Background: an optimization exercise with open tools, aiming at small area, a short achievable clock period and few clock cycles per item. Do not read the settings as production practice. The RTL was checked by simulation tests, not by an equivalence proof against the original design.

==> inputs of wip/sierra <==
==> flow/design.v <==
module adder #(
    parameter W = 25
) (
    input  [W - 1 : 0] a, b,
    input              cin,
    output [W - 1 : 0] s
);
    localparam L = $clog2(W);
    wire [W - 1 : 0] p0 = a ^ b;
    wire [W - 1 : 0] g  [0 : L];
    wire [W - 1 : 0] p  [0 : L];
    assign g[0] = {a[W - 1 : 1] & b[W - 1 : 1], (a[0] & b[0]) | (p0[0] & cin)};
    assign p[0] = p0;
    genvar l, i;
    generate
        for (l = 0; l < L; l = l + 1) begin : lvl
            for (i = 0; i < W; i = i + 1) begin : col
                if ((i >> l) % 2 == 1) begin : cmb
                    assign g[l + 1][i] = g[l][i] | (p[l][i] & g[l][((i >> l) << l) - 1]);
                    assign p[l + 1][i] = p[l][i] & p[l][((i >> l) << l) - 1];
                end else begin : thru
                    assign g[l + 1][i] = g[l][i];
                    assign p[l + 1][i] = p[l][i];
                end
            end
        end
    endgenerate
    assign s = p0 ^ {g[L][W - 2 : 0], cin};
endmodule
module square_root_float (
    input clk, rst,
    input start,
    input [31:0] u,
    output [31:0] out,
    output done, neg_flag
);
    reg        busy;
    reg  [4:0] cnt;          
    reg        hor;          
    reg        cpy;          
    reg  [3:0] sh;           
    reg        xinv, xcin;   
    reg        fill;         
    reg [24:0] X;
    reg [24:0] Y;
    reg  [7:0] e_out;
    reg        sgn, spec;
    wire [7:0]  E = u[30:23];
    wire [22:0] M = u[22:0];
    wire        m_zero = (M == 23'd0);
    wire        zero = (E == 8'd0) & m_zero;
    wire        one  = E[0] & m_zero;
    wire [8:0]  e_sum = 9'd127 + {1'b0, E};
    always @(posedge clk) begin
        sgn   <= u[31];
        spec  <= zero | one;
        e_out <= zero ? 8'd0 : e_sum[8:1];
    end
    wire [4:0]  top_o = {2'b01, M[22:20]};
    wire [24:0] x_st = E[0] ? {top_o + 5'd2, M[19:0]} : {top_o + 5'd3, M[19:0]};
    wire [24:0] y_st = E[0] ? {top_o - 5'd2, M[19:0]} : {top_o - 5'd3, M[19:0]};
    wire signed [24:0] y_h  = {fill, Y[24:1]};
    wire        [24:0] x_h  = {1'b0, X[24:1]};
    wire        [24:0] y_sh = y_h >>> sh;
    wire        [24:0] x_sh = x_h >> sh;
    wire [24:0] xadd, yadd;
    adder #(.W(25)) X_Adder (.a(X), .b(y_sh ^ {25{xinv}}), .cin(xcin), .s(xadd));
    adder #(.W(25)) Y_Adder (.a(Y), .b(x_sh ^ {25{xinv}}), .cin(xinv), .s(yadd));
    always @(posedge clk) begin
        if (!busy) begin
            X   <= x_st;
            Y   <= y_st;
        end else begin
            X   <= hor ? X : xadd;
            Y   <= cpy ? xadd : yadd;
        end
    end
    wire fin = (cnt == 5'd27) | ((cnt == 5'd1) & (sgn | spec));
    assign done     = busy & fin;
    assign neg_flag = sgn;
    assign out      = {sgn, e_out, Y[22:0] & {23{~spec}}};
    wire [4:0] cnt_i = cnt + 5'd1;
    wire [4:0] cnt_n = busy ? cnt_i : {3'd0, ~E[0], E[0]};
    wire       hor_n = busy & (cnt_i >= 5'd19);
    wire       cpy_n = busy & (cnt_i >= 5'd18);
    wire [3:0] sh_n  = busy ? sh_i : {3'd0, ~E[0]};
    wire       hinv_n = hinv_i;
    reg [3:0] sh_i;
    reg       hinv_i;
    always @(*) begin
        hinv_i = 1'b0;
        case (cnt_i)
            5'd1:  sh_i = 4'd0;    
            5'd2:  sh_i = 4'd1;
            5'd3:  sh_i = 4'd2;
            5'd4:  sh_i = 4'd3;
            5'd5:  sh_i = 4'd3;    
            5'd6:  sh_i = 4'd4;
            5'd7:  sh_i = 4'd5;
            5'd8:  sh_i = 4'd6;
            5'd9:  sh_i = 4'd7;
            5'd10: sh_i = 4'd8;
            5'd11: sh_i = 4'd9;
            5'd12: sh_i = 4'd10;
            5'd13: sh_i = 4'd11;
            5'd14: sh_i = 4'd12;
            5'd15: sh_i = 4'd12;   
            5'd16: sh_i = 4'd13;
            5'd17: sh_i = 4'd14;
            5'd18: sh_i = 4'd15;   
            5'd19: sh_i = 4'd3;    
            5'd20: begin sh_i = 4'd1; hinv_i = 1'b1; end   
            5'd21: begin sh_i = 4'd3; hinv_i = 1'b1; end   
            5'd22: sh_i = 4'd2;    
            5'd23: sh_i = 4'd1;    
            5'd24: begin sh_i = 4'd1; hinv_i = 1'b1; end   
            5'd25: begin sh_i = 4'd1; hinv_i = 1'b1; end   
            default: sh_i = 4'd1;  
        endcase
    end
    wire yneg_n = busy & yadd[24];
    always @(posedge clk) begin
        hor   <= hor_n;
        cpy   <= cpy_n;
        sh    <= sh_n;
        xinv  <= hor_n ? hinv_n : ~yneg_n;
        xcin  <= ~hor_n & ~yneg_n;
        fill  <= ~hor_n & yneg_n;
    end
    always @(posedge clk, posedge rst) begin
        if (rst) begin
            busy <= 1'b0;
            cnt  <= 5'd0;
        end else begin
            cnt <= cnt_n;
            if (!busy)
                busy <= start;
            else if (fin)
                busy <= 1'b0;
        end
    end
endmodule
==> flow/flow/run.sh <==
#!/bin/bash
# Standard ORFS layout (the standard.sh, unchanged synthesis), with the
# timing repair after floorplan, CTS and global routing asked to leave a
# setup slack margin, so that it sizes and buffers the critical paths.
set -euo pipefail
bash standard.sh SETUP_SLACK_MARGIN=6.7 finish > standard.log 2>&1
==> flow/standard.sh <==
#!/bin/bash
# synth_recipe.tcl (not shown) runs the flow's synth.tcl, then flattens the netlist and writes it again
# the make line also repeats each setting of config.mk as NAME=value (left out here)
make -C /OpenROAD-flow-scripts/flow DESIGN_CONFIG=/design/flow/config.mk WORK_HOME=/design/flow/orfs CLKGATE_MAP_FILE= SYNTH_SCRIPT=/design/flow/synth_recipe.tcl "${@:-finish}"
==> flow/config.mk <==
export PLATFORM = sky130hd
export DESIGN_NAME = square_root_float
export DESIGN_NICKNAME = square_root_float
export VERILOG_FILES = /design/flow/design.v
export SDC_FILE = /design/flow/constraint.sdc
export NUM_CORES = 4
export LEC_CHECK = 0
export CAP_MARGIN = 50
export CORE_MARGIN = 2
export CORE_UTILIZATION = 40
export CTS_BUF_LIST = sky130_fd_sc_hd__clkbuf_8
export SLEW_MARGIN = 70
==> flow/constraint.sdc <==
create_clock -name core_clock -period 11.0 [get_ports {clk}]
set_input_delay 2.2000 -clock core_clock [delete_from_list [all_inputs] [get_ports {clk}]]
set_output_delay 2.2000 -clock core_clock [all_outputs]
set_load 0.01 [all_outputs]
==> inputs of wip/zinc, as changes to wip/sierra <==
==> flow/design.v (replaced) <==
module square_root_float (
    input clk, rst,
    input start,
    input [31:0] u,
    output [31:0] out,
    output done, neg_flag
);
    reg        busy;
    reg  [4:0] cnt;          
    reg        hor;          
    reg        cpy;          
    reg  [3:0] shx;          
    reg  [3:0] shy_b;        
    reg        xinv, xcin;   
    reg        yinv;         
    reg        fill;         
    reg [24:0] X;
    reg        X25;
    reg [24:0] Y;
    reg  [7:0] e_out;
    reg        sgn, spec;
    wire [7:0]  E = u[30:23];
    wire [22:0] M = u[22:0];
    wire        m_zero = (M == 23'd0);
    wire        zero = (E == 8'd0) & m_zero;
    wire        one  = E[0] & m_zero;
    wire [8:0]  e_sum = 9'd127 + {1'b0, E};
    always @(posedge clk) begin
        sgn   <= u[31];
        spec  <= zero | one;
        e_out <= zero ? 8'd0 : e_sum[8:1];
    end
    wire [25:0] v  = E[0] ? {3'b001, M} : {2'b01, M, 1'b0};
    wire [25:0] x0 = v + 26'h020_0000;
    wire [25:0] y0 = v - 26'h020_0000;
    wire signed [24:0] y_h  = {fill, Y[24:1]};
    wire        [24:0] x_h  = {X25, X[24:1]};
    wire        [24:0] y_sh = y_h >>> shx;
    wire        [24:0] x_sh = x_h >> (~shy_b);
    wire [25:0] xs = {X, 1'b1} + {y_sh ^ {25{xinv}}, xcin};
    wire [25:0] ys = {Y, 1'b1} + {x_sh ^ {25{yinv}}, yinv};
    wire [24:0] xadd = xs[25:1];
    wire [24:0] yadd = ys[25:1];
    always @(posedge clk) begin
        if (!busy) begin
            X   <= x0[24:0];
            X25 <= x0[25];
            Y   <= y0[24:0];
        end else begin
            X   <= hor ? X : xadd;
            X25 <= 1'b0;
            Y   <= cpy ? xadd : yadd;
        end
    end
    wire fin = (cnt == 5'd27) | ((cnt == 5'd1) & (sgn | spec));
    assign done     = busy & fin;
    assign neg_flag = sgn;
    assign out      = {sgn, e_out, Y[22:0] & {23{~spec}}};
    wire [4:0] cnt_n = busy ? cnt + 5'd1 : 5'd1;
    wire       hor_n = (cnt_n >= 5'd19);
    wire       cpy_n = (cnt_n >= 5'd18);
    reg [3:0] sh_n;
    reg       hinv_n;
    always @(*) begin
        hinv_n = 1'b0;
        case (cnt_n)
            5'd1:  sh_n = 4'd0;    
            5'd2:  sh_n = 4'd1;
            5'd3:  sh_n = 4'd2;
            5'd4:  sh_n = 4'd3;
            5'd5:  sh_n = 4'd3;    
            5'd6:  sh_n = 4'd4;
            5'd7:  sh_n = 4'd5;
            5'd8:  sh_n = 4'd6;
            5'd9:  sh_n = 4'd7;
            5'd10: sh_n = 4'd8;
            5'd11: sh_n = 4'd9;
            5'd12: sh_n = 4'd10;
            5'd13: sh_n = 4'd11;
            5'd14: sh_n = 4'd12;
            5'd15: sh_n = 4'd12;   
            5'd16: sh_n = 4'd13;
            5'd17: sh_n = 4'd14;
            5'd18: sh_n = 4'd15;   
            5'd19: sh_n = 4'd3;    
            5'd20: begin sh_n = 4'd1; hinv_n = 1'b1; end   
            5'd21: begin sh_n = 4'd3; hinv_n = 1'b1; end   
            5'd22: sh_n = 4'd2;    
            5'd23: sh_n = 4'd1;    
            5'd24: begin sh_n = 4'd1; hinv_n = 1'b1; end   
            5'd25: begin sh_n = 4'd1; hinv_n = 1'b1; end   
            default: sh_n = 4'd1;  
        endcase
    end
    wire yneg_n = busy & yadd[24];
    always @(posedge clk) begin
        hor   <= hor_n;
        cpy   <= cpy_n;
        shx   <= sh_n;
        shy_b <= ~sh_n;
        xinv  <= hor_n ? hinv_n : ~yneg_n;
        xcin  <= ~hor_n & ~yneg_n;
        yinv  <= ~yneg_n;
        fill  <= ~hor_n & yneg_n;
    end
    always @(posedge clk, posedge rst) begin
        if (rst) begin
            busy <= 1'b0;
            cnt  <= 5'd0;
        end else begin
            cnt <= cnt_n;
            if (!busy)
                busy <= start;
            else if (fin)
                busy <= 1'b0;
        end
    end
endmodule
==> flow/run.sh (new file) <==
#!/bin/bash
# synth_recipe.tcl (not shown) runs the flow's synth.tcl, then flattens the netlist and writes it again
# the make line also repeats each setting of config.mk as NAME=value (left out here)
make -C /OpenROAD-flow-scripts/flow DESIGN_CONFIG=/design/flow/config.mk WORK_HOME=/design/flow/orfs CLKGATE_MAP_FILE= SYNTH_SCRIPT=/design/flow/synth_recipe.tcl finish
==> flow/config.mk (replaced) <==
export PLATFORM = sky130hd
export DESIGN_NAME = square_root_float
export DESIGN_NICKNAME = square_root_float
export VERILOG_FILES = /design/flow/design.v
export SDC_FILE = /design/flow/constraint.sdc
export NUM_CORES = 4
export LEC_CHECK = 0
export CAP_MARGIN = 80
export CORE_MARGIN = 2
export CORE_UTILIZATION = 40
export SLEW_MARGIN = 90
removed: flow/flow/run.sh
removed: flow/standard.sh
==> summary.txt <==
|  | wip/zinc | wip/sierra |
|---|---|---|
| Status | did not finish | finished clean |
| Stage where the flow stopped | 3_5_place_dp | - |
| Proportion of synthesized flip-flops having asynchronous set or reset | 0.0741 | 0.0800 |
| Share of synthesized cell area in full adder, half adder and majority cells | 0.0960 | 0.129 |
| Average size of a mapped cell | 8.00 sq um | 8.44 sq um |
| Flop and latch count out of synthesis | 81 | 75 |
| Compound-Gate Fraction of Synth Area | 0.241 | 0.176 |
| Number of nets produced by synthesis | 1220 | 1061 |
| Simple-gate share of the synthesized area | 0.174 | 0.159 |
| Fraction of synthesized cell area taken by the top area cell type | 0.112 | 0.110 |
| Post-synthesis xor/xnor area fraction | 0.0990 | 0.106 |
| Post-synthesis mux area share | 0.131 | 0.161 |
| Die extent in y | 153 um | 146 um |
| Netlist area before placement | 0.00894 sq mm | 0.00802 sq mm |
| Gpl congestion | 1.01 | 0.905 |
| Register area share after synthesis | 0.213 | 0.222 |
| Count of standard-cell rows | 54 | 51 |
| Syn Inst Count | 1117 | 950 |
| Synth unique cells | 76 | 61 |
Testbench counts of wip/sierra, summed over its fixed seeds: cycles 43,995, items 1,600.
Testbench counts of wip/zinc, summed over its fixed seeds: cycles 44,800, items 1,600.

[static timing again, ports no longer ideal]
Ports are ideal in the flow. The routed layout listed here was re-timed in OpenROAD. Step 1 sets driving cells, clkbuf_16 on the clock port and buf_2 on the other inputs (assumed; they add their load-dependent delay and slew). Step 2 moves the port delays by t, midway between the first and last clock arrival at a register: inputs arrive t later, outputs are due t later. That takes back most of the time a late clock gives input paths. Slacks: ideal / step 1 / step 2; pairs: ideal / step 1.
run: wip/sierra
shift t [ns]: 0.409
setup WS [ns]: 6.840 / 6.840 / 6.571
hold slack, ns: 0.599 / 0.599 / 0.599
clock arrival spread, ns: 0.015 / 0.015
worst register clock-pin slew, ns: 0.09 / 0.09
After both steps wip/sierra still meets setup and hold. The setup slack of wip/sierra moves by 0.000 ns with the drivers and by -0.269 ns with both steps.
